What follows belongs to an exercise in optimizing a design on an open flow for small area, a short achievable clock period and few clock cycles per item; a production flow would make more cautious choices. Function was checked by simulation only, so behaviour that the tests miss may differ from the original.

==> maple <==
==> flow/design.v <==
module SIMON_function
#(	parameter N = 32		)
 (	input logic [N-1:0] in,
	output logic [N-1:0] out	);
always_comb
begin
	out = ({in[N-2:0], in[N-1]} & {in[N-9:0], in[N-1:N-8]}) ^ {in[N-3:0], in[N-1:N-2]};
end
endmodule
module SIMON_round
#(	parameter N = 32		)
 (	input logic [2*N-1:0] block,
	input logic [N-1:0] key,
	output logic [2*N-1:0] out	);
logic [N-1:0] f;
SIMON_function #(N) func(.in(block[2*N-1:N]), .out(f));
always_comb
begin
	out[N-1:0] = block[2*N-1:N];
	out[2*N-1:N] = block[N-1:0] ^ key ^ f;
end
endmodule
module SIMON_keyexpansion
#(	parameter N = 32		)
 (	input logic [N-1:0] far, k1, k3,
	input logic zb,
	output logic [N-1:0] out		);
logic [N-1:0] t;
always_comb
begin
	t = {k1[2:0], k1[N-1:3]} ^ k3;
	t = t ^ {t[0], t[N-1:1]};
	out = ~far ^ t ^ {{(N-1){1'b0}}, zb} ^ 'd3;
end
endmodule
module SIMON_control
#(	parameter N = 32	)
 (	input logic clk, nR,
	input logic newData, newKey,
	input logic enc_dec, readData,
	input logic [2*N-1:0] plain,
	input logic [4*N-1:0] key,
	output logic ldData, ldKey,
	output logic doneData, doneKey,
	output logic [2*N-1:0] cipher	);
localparam logic [61:0] z = 62'b11110000101100111001010001001000000111101001100011010111011011;
localparam int LAST = 21;
logic run;		 
logic [4:0] cnt;	 
logic last;		 
logic par;		 
logic ks1, ks2;	 
logic act;		 
logic pend;		 
logic kvalid;	 
logic enc;		 
logic [2*N-1:0] P;
logic [3:0][N-1:0] A, B;
logic goKey, goData, start;
logic run_n, last_n, par_n, ks1_n, ks2_n, act_n, pend_n, kvalid_n;
logic doneKey_n, doneData_n;
logic [4:0] cnt_n;
assign goKey = newKey && ldKey;
assign goData = newData && ldData;
logic [2:0][2*N-1:0] r;
logic [1:0][N-1:0] rk;
assign rk[0] = enc ? A[2] : B[3];
assign rk[1] = enc ? A[3] : B[2];
assign r[0] = P;
genvar g;
generate
	for(g=0; g<2; g++)
	begin : rounds
		SIMON_round #(N) rd(.block(r[g]), .key(rk[g]), .out(r[g+1]));
	end
endgenerate
logic [5:0][N-1:0] af, bb;
logic [1:0] za, zbk;
function automatic logic zc(input int i);
	zc = (i >= 0 && i < 62) ? z[i] : 1'b0;
endfunction
always_comb
	for(int i=0; i<2; i++)
	begin
		za[i] = zc(2*cnt - 2 + i);
		zbk[i] = ks1 ? 1'b0 : zc(39 - 2*cnt - i);
	end
assign af[3:0] = A;
assign bb[5:2] = B;
generate
	for(g=0; g<2; g++)
	begin : ksteps
		SIMON_keyexpansion #(N) kf(.far(af[g]), .k1(af[g+3]), .k3(af[g+1]), .zb(za[g]), .out(af[g+4]));
		SIMON_keyexpansion #(N) kb(.far(bb[5-g]), .k1(bb[4-g]), .k3(bb[2-g]), .zb(zbk[g]), .out(bb[1-g]));
	end
endgenerate
always_comb
begin
	run_n = run;
	cnt_n = cnt;
	par_n = par;
	ks1_n = 1'b0;
	ks2_n = 1'b0;
	act_n = act;
	pend_n = pend;
	kvalid_n = kvalid;
	doneKey_n = doneKey || goKey;
	doneData_n = doneData && !readData;
	start = 1'b0;		 
	if(run)
	begin
		cnt_n = cnt + 5'd1;
		if(last)
		begin
			run_n = 1'b0;
			par_n = 1'b0;
			kvalid_n = 1'b1;
			act_n = 1'b0;
			if(act)	doneData_n = 1'b1;
			start = 1'b1;
		end
	end
	else if(ks1)	ks2_n = 1'b1;
	else if(ks2)
	begin
		par_n = 1'b0;
		start = 1'b1;
	end
	else
	begin
		par_n = !par;
		start = par;
	end
	if(goKey)
	begin
		kvalid_n = 1'b0;
		ks1_n = 1'b1;
		start = 1'b0;
	end
	if(goData)	pend_n = 1'b1;
	if(start && pend_n)
	begin
		run_n = 1'b1;
		cnt_n = 'b0;
		act_n = (goData ? enc_dec : enc) || kvalid_n;
		pend_n = !act_n;
	end
	last_n = run_n && (cnt_n == LAST);
end
always_ff @(posedge clk, negedge nR)
begin
	if(~nR)
	begin
		run <= 1'b0;
		cnt <= 'b0;
		last <= 1'b0;
		par <= 1'b0;
		ks1 <= 1'b0;
		ks2 <= 1'b0;
		act <= 1'b0;
		pend <= 1'b0;
		kvalid <= 1'b0;
		enc <= 1'b0;
		doneKey <= 1'b0;
		doneData <= 1'b0;
		ldKey <= 1'b0;
		ldData <= 1'b0;
	end
	else
	begin
		run <= run_n;
		cnt <= cnt_n;
		last <= last_n;
		par <= par_n;
		ks1 <= ks1_n;
		ks2 <= ks2_n;
		act <= act_n;
		pend <= pend_n;
		kvalid <= kvalid_n;
		doneKey <= doneKey_n;
		doneData <= doneData_n;
		ldKey <= !pend_n && !ks1_n && !ks2_n && (!run_n || last_n);
		ldData <= doneKey_n && !doneData_n && !pend_n && !run_n && !ks1_n && (ks2_n || par_n);
		if(ldData)	enc <= enc_dec;
	end
end
always_ff @(posedge clk)
begin
	if(ldData)	P <= enc_dec ? plain : {plain[N-1:0], plain[2*N-1:N]};
	else if(run && act)	P <= (last && !enc) ? {r[2][N-1:0], r[2][2*N-1:N]} : r[2];
end
assign cipher = P;
always_ff @(posedge clk)
begin
	if(goKey)	B <= key;
	else if(run && !last)
	begin
		if(kvalid)	B <= {B[1:0], bb[1:0]};
	end
	else if(ks1)	B <= {B[1:0], bb[1:0]};
	else if(!ks2)	B <= A;
end
always_ff @(posedge clk)
begin
	if(run && !last)	A <= af[5:2];
	else	A <= B;
end
endmodule
module SIMON_64128
#(	parameter N = 32,
	parameter M = 4		)
 (	input logic clk, nR,
	input logic newData, newKey,
	input logic enc_dec, readData,
	input logic [2*N-1:0] plain,
	input logic [M-1:0][N-1:0] key,
	output logic ldData, ldKey,
	output logic doneData, doneKey,
	output logic [2*N-1:0] cipher	);
SIMON_control #(N) control(.*);
endmodule
==> flow/flow/run.sh <==
#!/bin/bash
# The standard layout (standard.sh, unchanged synthesis and steps), except that
# the port buffers placement inserts on every input and output are plain
# buffers (buf_2) instead of the delay cells buffer_ports picks by default;
# timing repair may still resize them.
set -euo pipefail
export BUFFER_PORTS_ARGS="-buffer_cell sky130_fd_sc_hd__buf_2"
bash standard.sh > standard.log 2>&1
==> flow/standard.sh <==
#!/bin/bash
# synth_recipe.tcl (not shown) runs the flow's synth.tcl, then flattens the netlist and writes it again
# the make line also repeats each setting of config.mk as NAME=value (left out here)
make -C /OpenROAD-flow-scripts/flow DESIGN_CONFIG=/design/flow/config.mk WORK_HOME=/design/flow/orfs CLKGATE_MAP_FILE= SYNTH_SCRIPT=/design/flow/synth_recipe.tcl "${@:-finish}"
==> flow/config.mk <==
export PLATFORM = sky130hd
export DESIGN_NAME = SIMON_64128
export DESIGN_NICKNAME = SIMON_64128
export VERILOG_FILES = /design/flow/design.v
export SDC_FILE = /design/flow/constraint.sdc
export NUM_CORES = 4
export LEC_CHECK = 0
export CAP_MARGIN = 20
export CORE_MARGIN = 2
export CORE_UTILIZATION = 40
export GPL_ROUTABILITY_DRIVEN = 0
export PLACE_DENSITY = 0.8
export SETUP_SLACK_MARGIN = 3.5
export SLEW_MARGIN = 20
==> flow/constraint.sdc <==
create_clock -name core_clock -period 6.0 [get_ports {clk}]
set_input_delay 1.2000 -clock core_clock [delete_from_list [all_inputs] [get_ports {clk}]]
set_output_delay 1.2000 -clock core_clock [all_outputs]
set_load 0.01 [all_outputs]
==> sierra (differences from maple) <==
--- a/flow/design.v
+++ b/flow/design.v
@@ -183,3 +183,3 @@
 		ldData <= doneKey_n && !doneData_n && !pend_n && !run_n && !ks1_n && (ks2_n || par_n);
-		if(ldData)	enc <= enc_dec;
+		if(goData)	enc <= enc_dec;
 	end
@@ -188,3 +188,3 @@
 begin
-	if(ldData)	P <= enc_dec ? plain : {plain[N-1:0], plain[2*N-1:N]};
+	if(goData)	P <= enc_dec ? plain : {plain[N-1:0], plain[2*N-1:N]};
 	else if(run && act)	P <= (last && !enc) ? {r[2][N-1:0], r[2][2*N-1:N]} : r[2];
==> flow/run.sh (new file) <==
#!/bin/bash
# synth_recipe.tcl (not shown) runs the flow's synth.tcl, then flattens the netlist and writes it again
# the make line also repeats each setting of config.mk as NAME=value (left out here)
make -C /OpenROAD-flow-scripts/flow DESIGN_CONFIG=/design/flow/config.mk WORK_HOME=/design/flow/orfs CLKGATE_MAP_FILE= SYNTH_SCRIPT=/design/flow/synth_recipe.tcl finish
Settings changed: CORE_UTILIZATION 40 to 60, GPL_ROUTABILITY_DRIVEN 0 to unset, PLACE_DENSITY 0.8 to unset, SETUP_SLACK_MARGIN 3.5 to 3.6.
removed: flow/flow/run.sh
removed: flow/standard.sh
==> pepper (differences from maple) <==
==> flow/design.v (replaced) <==
module SIMON_function
#(	parameter N = 32		)
 (	input logic [N-1:0] in,
	output logic [N-1:0] out	);
always_comb
begin
	out = ({in[N-2:0], in[N-1]} & {in[N-9:0], in[N-1:N-8]}) ^ {in[N-3:0], in[N-1:N-2]};
end
endmodule
module SIMON_round
#(	parameter N = 32		)
 (	input logic [2*N-1:0] block,
	input logic [N-1:0] key,
	output logic [2*N-1:0] out	);
logic [N-1:0] f;
SIMON_function #(N) func(.in(block[2*N-1:N]), .out(f));
always_comb
begin
	out[N-1:0] = block[2*N-1:N];
	out[2*N-1:N] = block[N-1:0] ^ key ^ f;
end
endmodule
module SIMON_keyexpansion
#(	parameter N = 32		)
 (	input logic [N-1:0] far, k1, k3,
	input logic zb,
	output logic [N-1:0] out		);
logic [N-1:0] t;
always_comb
begin
	t = {k1[2:0], k1[N-1:3]} ^ k3;
	t = t ^ {t[0], t[N-1:1]};
	out = ~far ^ t ^ {{(N-1){1'b0}}, zb} ^ 'd3;
end
endmodule
module SIMON_control
#(	parameter N = 32	)
 (	input logic clk, nR,
	input logic newData, newKey,
	input logic enc_dec, readData,
	input logic [2*N-1:0] plain,
	input logic [4*N-1:0] key,
	output logic ldData, ldKey,
	output logic doneData, doneKey,
	output logic [2*N-1:0] cipher	);
localparam logic [61:0] z = 62'b11110000101100111001010001001000000111101001100011010111011011;
localparam int LAST = 10;
logic [3:0] cnt;
logic busy;		 
logic kpass;	 
logic kvalid;	 
logic enc;		 
logic cdec;		 
logic [2*N-1:0] P, C;
logic [3:0][N-1:0] A, B;
logic last, cfree, step, fin, goKey, goData;
assign last = (cnt == LAST);
assign cfree = ~doneData;
assign fin = busy && last && !kpass && cfree;
assign step = busy && !(last && !kpass && !cfree);
assign ldKey = !busy || fin;
assign ldData = doneKey && ldKey;
assign goKey = newKey && ldKey;
assign goData = newData && ldData;
logic [3:0][N-1:0] rk;
always_comb
	for(int i=0; i<4; i++)
		rk[i] = enc ? A[i] : B[3-i];
logic [4:0][2*N-1:0] r;
assign r[0] = P;
genvar g;
generate
	for(g=0; g<4; g++)
	begin : rounds
		SIMON_round #(N) rd(.block(r[g]), .key(rk[g]), .out(r[g+1]));
	end
endgenerate
logic [7:0][N-1:0] af;	 
logic [7:0][N-1:0] bb;	 
logic [3:0] za, zbk;
always_comb
	for(int i=0; i<4; i++)
	begin
		za[i] = (cnt < 4'd10) ? z[4*cnt + i] : 1'b0;
		zbk[i] = (cnt < 4'd10) ? z[39 - 4*cnt - i] : 1'b0;
	end
assign af[3:0] = A;
assign bb[7:4] = B;
generate
	for(g=0; g<4; g++)
	begin : ksteps
		SIMON_keyexpansion #(N) kf(.far(af[g]), .k1(af[g+3]), .k3(af[g+1]), .zb(za[g]), .out(af[g+4]));
		SIMON_keyexpansion #(N) kb(.far(bb[7-g]), .k1(bb[6-g]), .k3(bb[4-g]), .zb(zbk[g]), .out(bb[3-g]));
	end
endgenerate
always_ff @(posedge clk, negedge nR)
begin
	if(~nR)
	begin
		cnt <= 'b0;
		busy <= 1'b0;
		kpass <= 1'b0;
		kvalid <= 1'b0;
		enc <= 1'b0;
		cdec <= 1'b0;
		doneKey <= 1'b0;
		doneData <= 1'b0;
	end
	else
	begin
		if(goKey)	doneKey <= 1'b1;
		if(doneData && readData)	doneData <= 1'b0;
		if(fin)
		begin
			doneData <= 1'b1;
			cdec <= ~enc;
		end
		if(step)
		begin
			cnt <= last ? 4'd0 : cnt + 4'd1;
			if(last)
			begin
				kvalid <= 1'b1;
				kpass <= 1'b0;
				if(!kpass)	busy <= 1'b0;
			end
		end
		if(goKey)	kvalid <= 1'b0;
		if(goData)
		begin
			busy <= 1'b1;
			cnt <= 'b0;
			enc <= enc_dec;
			kpass <= ~enc_dec && (goKey || !(kvalid || (busy && last)));
		end
	end
end
always_ff @(posedge clk)
begin
	if(goData)	P <= enc_dec ? plain : {plain[N-1:0], plain[2*N-1:N]};
	else if(step && !kpass)	P <= r[4];
	if(fin)	C <= r[4];
end
assign cipher = cdec ? {C[N-1:0], C[2*N-1:N]} : C;
always_ff @(posedge clk)
begin
	if(goKey)
	begin
		A <= key;
		B <= key;
	end
	else if(step)
	begin
		if(last)
		begin
			A <= B;
			B <= A;
		end
		else
		begin
			A <= af[7:4];
			if(kvalid)	B <= bb[3:0];
		end
	end
end
endmodule
module SIMON_64128
#(	parameter N = 32,
	parameter M = 4		)
 (	input logic clk, nR,
	input logic newData, newKey,
	input logic enc_dec, readData,
	input logic [2*N-1:0] plain,
	input logic [M-1:0][N-1:0] key,
	output logic ldData, ldKey,
	output logic doneData, doneKey,
	output logic [2*N-1:0] cipher	);
SIMON_control #(N) control(.*);
endmodule
==> flow/run.sh (new file) <==
#!/bin/bash
# synth_recipe.tcl (not shown) runs the flow's synth.tcl, then flattens the netlist and writes it again
# the make line also repeats each setting of config.mk as NAME=value (left out here)
make -C /OpenROAD-flow-scripts/flow DESIGN_CONFIG=/design/flow/config.mk WORK_HOME=/design/flow/orfs CLKGATE_MAP_FILE= SYNTH_SCRIPT=/design/flow/synth_recipe.tcl finish
Settings changed: GPL_ROUTABILITY_DRIVEN 0 to unset, PLACE_DENSITY 0.8 to unset, SETUP_SLACK_MARGIN 3.5 to unset.
removed: flow/flow/run.sh
removed: flow/standard.sh
==> key figures <==
Drt
  • Vias: 19,950
  • Final wirelength: 79,000 µm

Final layout
  • Most frequent cells in the layout: nand2_1 (556), xnor2_1 (439), nor2_1 (300), buf_2 (263), edfxtp_1 (192)
  • Multi-input gate share of total cell area: 0.501
  • FF+latch area: between 0.008 and 0.009 mm²

Critical path
  • Crit path from: control.cnt[2]$_DFF_PN0_

Outcome
  • Status: timing/DRC/antenna clean
Source of the figures above: maple

==> key figures <==
Outcome
  • Status: timing/DRC/antenna clean

Critical path
  • Crit path from: control.enc$_DFFE_PN0P_

Final layout
  • FF+latch area: 0.0118 mm²
  • Most frequent cells in the layout: xnor2_1 (559), edfxtp_1 (384), o21ai_0 (309), clkdlybuf4s50_1 (264), xor2_1 (256)

Drt
  • Vias: 27,020
  • Final wirelength: between 100,000 and 150,000 µm
Source of the figures above: pepper

==> key figures <==
Outcome
  • Status: timing/DRC/antenna clean

Critical path
  • Crit path from: control.enc$_DFF_PN0_

Final layout
  • FF+latch area: 0.00880 mm²
  • Most frequent cells in the layout: nand2_1 (526), nor2_1 (308), xnor2_1 (268), clkdlybuf4s50_1 (194), edfxtp_1 (192)

Drt
  • Vias: 20,396
  • Final wirelength: 78,800 µm
Source of the figures above: sierra

Testbench counts of maple, summed over its fixed seeds: cycles 11,866, blocks 480.
Testbench counts of sierra, summed over its fixed seeds: cycles 11,866, blocks 480.
Testbench counts of pepper, summed over its fixed seeds: cycles 5,458, blocks 480.

## static timing again, ports no longer ideal
In the flow no input, the clock included, has a driving cell. The finished layouts below were timed again as built, in two steps.
Step 1 (the two cells are an assumption about what drives the block):
set clk [get_ports {clk}]
set_driving_cell -lib_cell sky130_fd_sc_hd__clkbuf_16 $clk
set_driving_cell -lib_cell sky130_fd_sc_hd__buf_2 [delete_from_list [all_inputs] $clk]
Step 2 moves the port delays by t, midway between the first and last clock arrival at a register: inputs arrive t later, outputs are due t later. That takes back most of the time a late clock gives input paths.
a / b / c = ideal ports / drivers / drivers and shift; a / b = the first two.
run | t (ns) | slack for setup (ns) | worst register clock-pin slew, ns | cell pins on the clock port's net
maple | 0.609 | 3.435 / 3.435 / 3.028 | 0.07 / 0.07 | 1
sierra | 0.601 | 3.427 / 3.427 / 3.052 | 0.07 / 0.07 | 1
pepper | 0.700 | 1.070 / 1.070 / 1.070 | 0.07 / 0.07 | 1
After both steps setup and hold are still met in every run listed. For maple, which loses most, drivers alone change the setup slack by 0.000 ns; drivers and shift together by -0.407 ns.
